From an optimization exercise on the open Yosys and OpenROAD flow, aimed at a short achievable clock period and few clock cycles; shortcuts taken in it are not production practice. For this run, only the layout was checked, not whether the RTL still works. Power figures rest on the tool's default switching activity, not on a simulated workload.

## flow/run.sh

```bash
#!/bin/bash
# synth_recipe.tcl (not shown) runs the flow's synth.tcl, then flattens the netlist and writes it again
# the make line also repeats each setting of config.mk as NAME=value (left out here)
make -C /OpenROAD-flow-scripts/flow DESIGN_CONFIG=/design/flow/config.mk WORK_HOME=/design/flow/orfs CLKGATE_MAP_FILE= SYNTH_SCRIPT=/design/flow/synth_recipe.tcl finish
```

## flow/config.mk

```make
export PLATFORM = sky130hd
export DESIGN_NAME = alu
export DESIGN_NICKNAME = alu
export VERILOG_FILES = /design/flow/design.v
export SDC_FILE = /design/flow/constraint.sdc
export NUM_CORES = 4
export LEC_CHECK = 0
export ABC_CLOCK_PERIOD_IN_PS = 2000
export CAP_MARGIN = 20
export CORE_MARGIN = 2
export CORE_UTILIZATION = 40
export PLACE_DENSITY = 0.6
export SETUP_SLACK_MARGIN = 4.6
export SLEW_MARGIN = 20
export TNS_END_PERCENT = 100
```

## flow/constraint.sdc

```tcl
create_clock -name core_clock -period 6.5 [get_ports {clk}]
set_input_delay 1.3000 -clock core_clock [delete_from_list [all_inputs] [get_ports {clk}]]
set_output_delay 1.3000 -clock core_clock [all_outputs]
set_load 0.01 [all_outputs]
```

## flow/design.v

```verilog
module alu(
    output [15:0] data_out,
    output        valid_out,
    output        cmd_out,
    input  [15:0] data_in,
    input         valid_in,
    input         cmd_in,
    output        amm_read,
    output [7:0]  amm_address,
    input  [7:0]  amm_readdata,
    input         amm_waitrequest,
    input  [1:0]  amm_response,
    input clk,
    input rst_n
    );
    localparam QN = 63;
    reg        idle;         
    reg        inpkt;        
    reg        vo_r, co_r;   
    reg [11:0] do_r;
    reg        ar_r;         
    reg [7:0]  aa_r;
    reg [3:0]  opc;
    reg [5:0]  rem;          
    reg        pay_done;
    reg        first;        
    reg        err;
    reg        stopq;        
    reg        killq;        
    reg        b0_ind;       
    reg        first_rd;     
    reg [7:0]  q [0:QN-1];   
    reg [QN-1:0] qv;         
    reg [11:0] sum_s, sum_c;
    reg [7:0]  lor, lxor, lnand;
    reg        hasop;
    reg [7:0]  opa, opb;
    wire [7:0] din    = data_in[7:0];
    wire [1:0] mod    = data_in[9:8];
    wire [3:0] op_in  = data_in[11:8];
    wire [5:0] nof_in = data_in[5:0];
    wire hdr_in    = valid_in & cmd_in;
    wire beat      = valid_in & ~cmd_in & inpkt & ~pay_done;
    wire dir       = beat & (mod == 2'b00);
    wire ind       = beat & (mod == 2'b01);
    wire forb      = (din[7:4] == 4'h1) | (din[7:4] == 4'h2) |
                     (din[7:4] == 4'h8) | (din[7:4] == 4'h9);
    wire last_beat = beat & (rem == 6'd1);
    wire unary_in = (op_in[3:2] == 2'b01);
    wire shift_in = (op_in == 4'd8) | (op_in == 4'd9);
    wire reject   = (nof_in == 6'd0) | (unary_in & (nof_in != 6'd1));
    wire sherr    = shift_in & (nof_in != 6'd2);
    wire rdone  = ar_r & ~amm_waitrequest;
    wire rbad   = rdone & (amm_response != 2'b00);
    wire rgood  = rdone & (amm_response == 2'b00);
    wire push   = ind & ~forb & ~stopq & ~rbad;
    wire pop    = rdone;
    wire kill_n = killq | rbad;
    reg [7:0]    q_n [0:QN-1];
    reg [QN-1:0] qv_n;
    integer i;
    always @(*) begin
        for (i = 0; i < QN; i = i + 1) begin
            if (pop) begin
                q_n[i] = (i < QN-1 && qv[i < QN-1 ? i+1 : 0]) ? q[i < QN-1 ? i+1 : 0] : din;
                qv_n[i] = push ? qv[i] : (i < QN-1 ? qv[i < QN-1 ? i+1 : 0] : 1'b0);
            end else begin
                q_n[i] = qv[i] ? q[i] : din;
                qv_n[i] = push ? (i == 0 ? 1'b1 : qv[i > 0 ? i-1 : 0]) : qv[i];
            end
        end
    end
    wire rd_next  = qv_n[0] & ~kill_n;
    wire comp     = inpkt & (pay_done | last_beat) & ~rd_next;
    wire err_next = err | (ind & forb) | rbad;
    wire [7:0]  dg = dir ? din : 8'h00;
    wire [7:0]  rg = rgood ? amm_readdata : 8'h00;
    wire        rd_a = first_rd & b0_ind;
    wire [11:0] t1 = sum_s ^ sum_c ^ {4'b0, dg};
    wire [11:0] c1 = {(sum_s[10:0] & sum_c[10:0]) | (sum_s[10:0] & {3'b0, dg}) |
                      (sum_c[10:0] & {3'b0, dg}), 1'b0};
    wire [11:0] s2 = t1 ^ c1 ^ {4'b0, rg};
    wire [11:0] c2 = {(t1[10:0] & c1[10:0]) | (t1[10:0] & {3'b0, rg}) |
                      (c1[10:0] & {3'b0, rg}), 1'b0};
    wire [11:0] total = sum_s + sum_c;
    reg  [11:0] res;
    always @(*) begin
        case (opc)
            4'd0: res = total;
            4'd1: res = hasop ? {4'b0, ~lnand} : 12'hFFF;
            4'd2: res = {4'b0, lor};
            4'd3: res = {4'b0, lxor};
            4'd4: res = hasop ? {4'b0, ~lor} : 12'h000;
            4'd5: res = hasop ? {4'b0, lor} + 12'd1 : 12'h000;
            4'd6: res = hasop ? {4'b0, lor} - 12'd1 : 12'h000;
            4'd7: res = hasop ? {4'b0, 8'd0 - lor} : 12'h000;
            4'd8: res = {4'b0, opa} >> opb;
            4'd9: res = {4'b0, opa << opb};
            default: res = 12'h000;
        endcase
    end
    always @(posedge clk) begin
        for (i = 0; i < QN; i = i + 1)
            q[i] <= q_n[i];
        aa_r <= qv_n[0] ? q_n[0] : 8'h00;
        if (vo_r & co_r) begin
            vo_r <= 1'b1;
            co_r <= 1'b0;
            do_r <= err ? 12'hBAD : res;
        end else begin
            vo_r <= (idle & hdr_in & reject) | comp;
            co_r <= 1'b1;
            do_r <= {7'b0, idle | err_next, idle ? op_in : opc};
        end
        if (idle) begin
            opc      <= op_in;
            rem      <= nof_in;
            pay_done <= 1'b0;
            first    <= 1'b1;
            err      <= reject | sherr;
            stopq    <= sherr;
            killq    <= 1'b0;
            b0_ind   <= 1'b0;
            first_rd <= 1'b1;
            qv       <= {QN{1'b0}};
            sum_s    <= 12'd0;
            sum_c    <= 12'd0;
            lor      <= 8'd0;
            lxor     <= 8'd0;
            lnand    <= 8'd0;
            hasop    <= 1'b0;
            opa      <= 8'd0;
            opb      <= 8'd0;
        end else begin
            if (beat) begin
                rem   <= rem - 6'd1;
                first <= 1'b0;
                if (first & (mod == 2'b01)) b0_ind <= 1'b1;
            end
            if (last_beat) pay_done <= 1'b1;
            err <= err_next;
            if ((ind & forb) | rbad) stopq <= 1'b1;
            if (rbad) killq <= 1'b1;
            if (rdone) first_rd <= 1'b0;
            qv    <= qv_n;
            sum_s <= s2;
            sum_c <= c2;
            lor   <= lor | dg | rg;
            lxor  <= lxor ^ dg ^ rg;
            lnand <= lnand | (dir ? ~din : 8'h00) | (rgood ? ~amm_readdata : 8'h00);
            hasop <= hasop | dir | rgood;
            if (dir & first) opa <= din;
            else if (rgood & rd_a) opa <= amm_readdata;
            if (dir & ~first) opb <= din;
            else if (rgood & ~rd_a) opb <= amm_readdata;
        end
        if (~rst_n) begin
            idle  <= 1'b1;
            inpkt <= 1'b0;
            vo_r  <= 1'b0;
            ar_r  <= 1'b0;
        end else begin
            idle  <= (vo_r & ~co_r) | (idle & ~hdr_in);
            inpkt <= (idle & hdr_in & ~reject) | (inpkt & ~comp);
            ar_r  <= inpkt & rd_next;
        end
    end
    assign data_out    = {4'b0, do_r};
    assign valid_out   = vo_r;
    assign cmd_out     = co_r;
    assign amm_read    = ar_r;
    assign amm_address = aa_r;
endmodule
```

==> flow_metrics.tcl <==
set metrics [dict create \
    setup_viol 0 \
    endpoint_kind "register" \
    crit_path_max_incr_delay_ps 550 \
    hold_buffers 0 \
    tightest_slew_ps 985.1 \
    r2r-start "pay_done" \
    fin_skew_ps 28.16 \
    ios 58 \
    cts_buffers 75 \
    clock-sinks 673 \
    dpl_worst_slack_ps 1800 \
    viasPerCell 6.295 \
    required_ps 7060 \
    place_congestion 0.8698 \
    yosys_warnings 3 \
    vias 28360 \
    antenna_found_initial 1 \
    grt_pass1_vias 27280 \
    clkTransAtPathRegs_ps 60 \
    die_area_sq_mm 0.07077 \
    dp.final_hpwl_mm 50.80 \
    worstSkewPairLatency_ps 640 \
    critical_path_class "input port to register" \
    ant_nets 0 \
    grt-ovfl-total 0 \
    cp.arrival_ps 3300 \
    grt_use_total 0.2768 \
    slew_violations 0 \
    fin_crit_sh 0.4221 \
    synth_enable_flop_cells 7 \
    syn_to_final_growth_pct 68.76 \
    hold_ws_ps 459.9 \
    clk_path_buf_depth 3 \
    synth-seq-cells 673 \
    crit_chain "buf_8 -> nand4bb_4 -> nor3_4 -> buf_12 -> nand2_8 -> fa_1 -> inv_2 -> fa_2 -> nor2b_1" \
    worst_path_max_delay_cell "fa_1" \
    cts_max_level 3 \
    first_pass_iters 7 \
    max_freq_ghz 0.3645 \
    fp.dieW_microns 266.0 \
    coreArea_sq_mm 0.06823 \
    r2r-end "sum_s[4]" \
    cts-root-buf "clkbuf_16" \
    rsz0062_at_grt "true" \
    dieHeight_microns 266.0 \
    cp-start-kind "input port" \
    holdCritStartpoint "first_rd" \
    fin_ws_ps 3757 \
    tns_ps 0 \
    rrSetupSlack_ps 4110 \
    grt_pass1_wl_mm 156.0 \
    hold_end "first_rd" \
    drv_cap 0 \
    fin_util 0.6793 \
    run_status "finished clean" \
    start_util 0.4025 \
    synth_area_per_cell_sq_um 8.220 \
    synth.distinct_cells 77 \
    ys_seq_area_frac 0.4931 \
    cts_tree "yes" \
    rr_worst_depth 8 \
    ir_worst_vdd_uv 191.6 \
    crit_fanout 8 \
    p_per_area_mw_per_mm2 206.5 \
    synth_cells 3341 \
    port_buffers 49 \
    min_path_type "register to register" \
    netlist_area_sq_mm 0.02746 \
    grt_start_max_net_pins 89 \
    slew_headroom 0.3424 \
    wire_per_inst_microns 25.43 \
    hold_depth 1 \
    dp_cells 4012 \
    initialDrtViolationCount 2122 \
    nNetsFinal 3630 \
    drc 0 \
    synth-main-ff-cell "dfxtp_1" \
    stdcell_count 4505 \
    finalHoldViolations 0 \
    period_needed_ps 2744 \
    synthArstFlopShare 0 \
    drive_gt1_frac 0.5188 \
    finalWirelength_mm 114.5 \
    cellLeakagePower_nw 15.96 \
    std_cell_rows 96 \
]
worst max-delay path by stage:
stage	startpoint	end	slack, ps	depth (start not counted)
after floorplan	cmd_in	sum_s[7]	3270	8
after global placement	amm_waitrequest	vo_r	1840	6
after detailed placement	amm_waitrequest	vo_r	1800	6
after CTS	cmd_in	sum_s[3]	3720	9
after global routing	cmd_in	sum_s[4]	3720	9
final	cmd_in	sum_s[4]	3760	9
registers in the layout (all words and copies together) (netlist names), 4 cells and up:
register	flops
opc	4
qv	63
lnand	8
aa_r	8
rem	6
do_r	12
opa	8
opb	8
lxor	8
sum_s	12
q	504
sum_c	11
lor	8
metrics by stage:
step | total power, mW | instance area [sq um]
finish | 9.570 | 46350
global route | 9.798 | 46350
CTS | 9.397 | 41610
detailed placement | 4.988 | 31650
global placement | 4.969 | 31650
floorplan | 4.832 | 32300
layout make-up:
class / count / area (sq um)
inverter: 48 / 198.9
clock buffer: 107 / 2251
antenna: 1 / 2.502
multi-input combinational: 2421 / 23650
clock inverter: 30 / 304.0
timing repair buffer: 343 / 5228
tap: 882 / 1104
fill: 4473 / 21880
sequential: 673 / 13610
cell usage in the layout, fill, tap and decap left out, types with 10 or more instances in the layout:
cell type,Yosys,routed
a21oi_1,91,36
a21oi_2,0,55
a22oi_2,0,54
a311oi_2,0,14
a31oi_1,135,124
buf_12,0,78
buf_16,0,44
buf_2,22,18
buf_4,9,55
buf_6,1,83
buf_8,0,45
clkbuf_1,238,10
clkbuf_16,0,85
clkbuf_8,0,19
clkinv_2,0,13
dfxtp_1,666,641
dfxtp_2,0,11
dfxtp_4,0,14
fa_1,17,10
ha_1,20,13
inv_1,45,38
mux2i_1,12,11
nand2_1,252,52
nand2_2,0,18
nand2_4,0,63
nand2_8,0,193
nand3_1,86,28
nand3_2,0,26
nand3_4,0,32
nor2_1,852,548
nor2_2,0,136
nor2_4,0,168
nor2b_1,29,26
nor3_1,31,21
o211ai_1,14,14
o21ai_0,32,27
o22ai_2,0,431
o22ai_4,0,61
xnor2_2,0,13
cell families (layout without fill, tap and decap cells):
group	Yosys count	in the layout	share of synthesized area
buffers and inverters	329	528	0.04747
AND/OR/NAND/NOR	1333	1411	0.2008
XOR/XNOR	27	27	0.008611
other	1	5	0.0001365
multiplexers	36	36	0.01749
flip-flops	673	673	0.4931
AO/OA/AOI/OAI	905	906	0.2108
adder cells (fa/ha/maj)	37	37	0.02150
timing repair:
action,4_1_cts,5_1_grt
setup endpoints to repair,692,661
pin swaps,597,379
buffers inserted,165,68
gates resized for setup,1022,781
endpoints found under the hold margin,0,0
gates cloned,97,25
critical path, delay by kind of cell:
kind	cells	cell delay, ps
simple gates	4	590
fa+ha+maj	2	1050
buf+inv	3	350
cell usage after synthesis (all sizes together) (4+ instances only):
cell / count / share of area
xor2: 6 / 0.0019
a21oi: 91 / 0.017
o22ai: 497 / 0.11
and2: 13 / 0.0030
nor3b: 7 / 0.0019
a22oi: 58 / 0.016
a211oi: 8 / 0.0022
nor2: 852 / 0.12
nand2: 252 / 0.034
nand2b: 6 / 0.0014
nor2b: 29 / 0.0066
a31oi: 135 / 0.031
nand4: 7 / 0.0016
nand3: 86 / 0.016
o21ai: 33 / 0.0062
a311oi: 19 / 0.0061
o211ai: 14 / 0.0038
buf: 43 / 0.0084
xnor2: 21 / 0.0067
or3: 9 / 0.0020
nor4: 12 / 0.0033
o31ai: 4 / 0.0011
and3: 7 / 0.0016
edfxtp: 7 / 0.0077
nor3: 33 / 0.0064
mux4: 8 / 0.0066
clkbuf: 238 / 0.033
o21a: 8 / 0.0022
a211o: 5 / 0.0016
inv: 47 / 0.0064
a2111oi: 4 / 0.0013
mux2: 16 / 0.0066
o2111ai: 4 / 0.0013
ha: 20 / 0.0091
mux2i: 12 / 0.0044
fa: 17 / 0.012
dfxtp: 666 / 0.49
power by group:
| part | internal [mW] | switching (mW) | total (mW) |
|---|---|---|---|
| clock network | 2.58 | 1.86 | 4.44 |
| registers | 4.32 | 0.218 | 4.53 |
| logic | 0.251 | 0.341 | 0.593 |
routing by layer:
layer  part of all wire  track usage  routed length, microns
met5                  0            0                       0
met4              0.054       0.1244                    6173
met3              0.062      0.04732                    7158
met2               0.50       0.4729                   56950
met1               0.39       0.3413                   44250

==> static timing again, ports no longer ideal <==
No port has a modelled driver above. Below, the same layout with a new extraction and two added sets of constraints. Step 1 sets driving cells, clkbuf_16 on the clock port and buf_2 on the other inputs (assumed; they add their load-dependent delay and slew). Step 2 adds t to the input delays and takes it off the output delays; t is the mean of the earliest and latest rising clock arrival at the registers after step 1. Input paths then give back, and output paths get back, about the clock's delay inside the block. Three values: no drivers, after step 1, after step 2; two values: the first two.
t (ns): 0.695
slack for setup (ns): 3.757 / 3.696 / 3.001
hold WS [ns]: 0.460 / 0.460 / 0.460
latest minus earliest clock arrival (ns): 0.035 / 0.036
cell pins on the clock port's net: 1
After both steps this run still meets setup and hold. The setup slack of this run moves by -0.061 ns with the drivers and by -0.756 ns with both steps.
